This is an optimization exercise on Yosys and OpenROAD, whose aim is small area and few clock cycles, not a production implementation.
RTL that was checked went through simulation tests only; none was proved equivalent to the original.

==> indigo: inputs <==
==> flow/design.v (excerpt) <==
module LCD_CTRL(clk, reset, IROM_Q, cmd, cmd_valid, IROM_EN, IROM_A, IRB_RW, IRB_D, IRB_A, busy, done);
export LEC_CHECK = 0
export CAP_MARGIN = 20
export CORE_MARGIN = 2
export CORE_UTILIZATION = 45
export CTS_CLUSTER_DIAMETER = 100
export CTS_CLUSTER_SIZE = 20
export PLACE_DENSITY = 0.55
export SLEW_MARGIN = 20
create_clock -name core_clock -period 10.0 [get_ports {clk}]
run.sh (not shown) runs the stock make flow with config.mk's settings and CLKGATE_MAP_FILE= SYNTH_SCRIPT=/design/flow/synth_recipe.tcl, a recipe that flattens the netlist after the stock synthesis.
==> raven (differences from indigo) <==
--- a/flow/design.v
+++ b/flow/design.v
@@ -59,15 +59,15 @@
         2'd1:    begin qr = r1 + 3'd1; qc = c0 + k;    end
         2'd2:    begin qr = r0 + k;    qc = c0 - 3'd1; end
         default: begin qr = r0 + k;    qc = c1 + 3'd1; end
     endcase
 end
 assign IROM_EN = ~(issue | reset);
 assign IROM_A  = reset ? 6'd27 : {qr, qc};
-always @(posedge clk) begin
+always @(posedge clk or posedge reset) begin
     if (reset) begin
         r0   <= 3'd3;
         r1   <= 3'd2;
         c0   <= 3'd3;
         c1   <= 3'd4;
         sact <= 1'b1;
         sdir <= 2'd1;
@@ -103,25 +103,25 @@
 assign busy = ~done & (wr_req | pv);
 wire       take    = cmd_valid & ~busy;
 wire [3:0] ec      = pv ? pc : cmd;      
 wire       is_data = (ec == 4'd5) | (ec == 4'd6) | (ec == 4'd7) |
                      (ec == 4'd9) | (ec == 4'd10) | (ec == 4'd11) | (ec == 4'd12);
 wire       exec    = (pv | take) & (~is_data | ready);
 wire       cmd_we  = exec & is_data;
-always @(posedge clk) begin
+always @(posedge clk or posedge reset) begin
     if (reset) begin
         pv <= 1'b0;
         pc <= 4'd0;
     end else begin
         pv <= (pv | take) & ~exec;
         if (take)
             pc <= cmd;
     end
 end
-always @(posedge clk) begin
+always @(posedge clk or posedge reset) begin
     if (reset) begin
         wr     <= 3'd3;
         wc     <= 3'd3;
         wr_req <= 1'b0;
     end else if (exec) begin
         case (ec)
             4'd0: wr_req <= 1'b1;
==> flow/config.mk (replaced) <==
export PLATFORM = sky130hd
export DESIGN_NAME = LCD_CTRL
export DESIGN_NICKNAME = LCD_CTRL
export VERILOG_FILES = /design/flow/design.v
export SDC_FILE = /design/flow/constraint.sdc
export NUM_CORES = 4
export LEC_CHECK = 0
export CAP_MARGIN = 10
export CORE_MARGIN = 2
export CORE_UTILIZATION = 50
export CTS_CLUSTER_DIAMETER = 110
export CTS_CLUSTER_SIZE = 24
export PLACE_DENSITY = 0.6
export SLEW_MARGIN = 10
==> lagoon (differences from indigo) <==
--- a/flow/design.v
+++ b/flow/design.v
@@ -90,16 +90,15 @@
                 endcase
             end
         end
     end
 end
 wire       ld_in  = ((ld_a[5:3] == wr) | (ld_a[5:3] == wr1)) & ((ld_a[2:0] == wc) | (ld_a[2:0] == wc1));
 wire       ready  = in_r & in_c & ~(ld_v & ld_in);
-wire       load_end = full & ~sact & ~ld_v;
-wire       flushing  = wr_req & load_end;
+reg        flushing;
 wire       any_dirty = |dirty;
 assign done = flushing & ~any_dirty;
 reg        pv;           
 reg  [3:0] pc;
 assign busy = ~done & (wr_req | pv);
 wire       take    = cmd_valid & ~busy;
 wire [3:0] ec      = pv ? pc : cmd;      
@@ -118,16 +117,18 @@
     end
 end
 always @(posedge clk) begin
     if (reset) begin
         wr     <= 3'd3;
         wc     <= 3'd3;
         wr_req <= 1'b0;
-    end else if (exec) begin
-        case (ec)
+        flushing <= 1'b0;
+    end else begin
+        flushing <= (wr_req | (exec & (ec == 4'd0))) & ~issue;
+        if (exec) case (ec)
             4'd0: wr_req <= 1'b1;
             4'd1: if (wr != 3'd0) wr <= wr - 3'd1;
             4'd2: if (wr != 3'd6) wr <= wr + 3'd1;
             4'd3: if (wc != 3'd0) wc <= wc - 3'd1;
             4'd4: if (wc != 3'd6) wc <= wc + 3'd1;
             4'd8: begin wr <= 3'd3; wc <= 3'd3; end
             default: ;
==> flow/config.mk (replaced) <==
export PLATFORM = sky130hd
export DESIGN_NAME = LCD_CTRL
export DESIGN_NICKNAME = LCD_CTRL
export VERILOG_FILES = /design/flow/design.v
export SDC_FILE = /design/flow/constraint.sdc
export NUM_CORES = 4
export LEC_CHECK = 0
export CAP_MARGIN = 20
export CORE_MARGIN = 2
export CORE_UTILIZATION = 45
export CTS_CLUSTER_DIAMETER = 110
export CTS_CLUSTER_SIZE = 24
export PLACE_DENSITY = 0.55
export SLEW_MARGIN = 20
==> impl_metrics.env <==
export IMPL_run_status="timing/DRC/antenna clean"
export IMPL_regArea_sq_mm=0.0123
export IMPL_grt_first_pass_wirelength_microns=229000
export IMPL_post_route_min_period_ns=8.94
export IMPL_timing_critical_path_depth=15
export IMPL_num_nets_final=4003
export IMPL_signal_buffers=156
export IMPL_worstPathMaxFanout=43
export IMPL_post_route_core_utilization_pct=48.6
export IMPL_postSynthRegisterBits=614
export IMPL_synthSimpleGateAreaFrac_pct=15.7
-- figures above: lagoon

==> impl_metrics.env <==
export IMPL_post_route_core_utilization_pct=48.8
export IMPL_run_status="timing/DRC/antenna clean"
export IMPL_post_route_min_period_ns=9.13
export IMPL_hold_path_class="register to register"
export IMPL_post_dp_cell_area_sq_mm=0.0330
export IMPL_signal_buffers=146
export IMPL_synthSimpleGateAreaFrac_pct=11.1
export IMPL_layout_drive_gt1_share_pct=7.88
export IMPL_grt_first_pass_wirelength_microns=212000
export IMPL_timing_critical_path_depth=29
export IMPL_postSynthRegisterBits=613
export IMPL_die_area_sq_mm=0.0726
-- figures above: indigo

==> impl_metrics.env <==
export IMPL_dieHeight_microns=257
export IMPL_post_route_min_period_ns=8.91
export IMPL_postSynthRegisterBits=613
export IMPL_grt_first_pass_wirelength_microns=216000
export IMPL_worstPathMaxFanout=25
export IMPL_synthSimpleGateAreaFrac_pct=11.1
export IMPL_run_status="timing/DRC/antenna clean"
export IMPL_m1WireLength_microns=57800
export IMPL_num_nets_final=3716
export IMPL_placedCellCount=4432
export IMPL_post_route_core_utilization_pct=54.2
export IMPL_gr_usage_met1_pct=59.1
-- figures above: raven

Testbench counts of indigo, summed over its fixed seeds: cycles 6,545.
Testbench counts of raven, summed over its fixed seeds: cycles 6,545.
Only the layout flow was run in lagoon; the RTL was not checked for function there.

-- port drivers added, routing unchanged --
The flow's constraints put no driver on any port. The routed layouts listed below were extracted and timed again, unchanged, in two steps.
Step 1 assumes that a clkbuf_16 drives the clock port and a buf_2 every other input.
Step 2 moves the port delays by t, midway between the first and last clock arrival at a register: inputs arrive t later, outputs are due t later. That takes back most of the time a late clock gives input paths.
Three values: no drivers, after step 1, after step 2; two values: the first two.
run	t (ns)	slack for setup (ns)	clock arrival spread, ns	worst slew at a driven data input, ns
indigo	0.664	0.866 / 0.866 / 0.866	0.025 / 0.024	0.04
raven	0.729	1.094 / 1.026 / 1.146	0.039 / 0.038	0.07
lagoon	0.732	1.057 / 0.985 / 1.241	0.028 / 0.027	0.03
After both steps setup and hold are still met in every run listed.
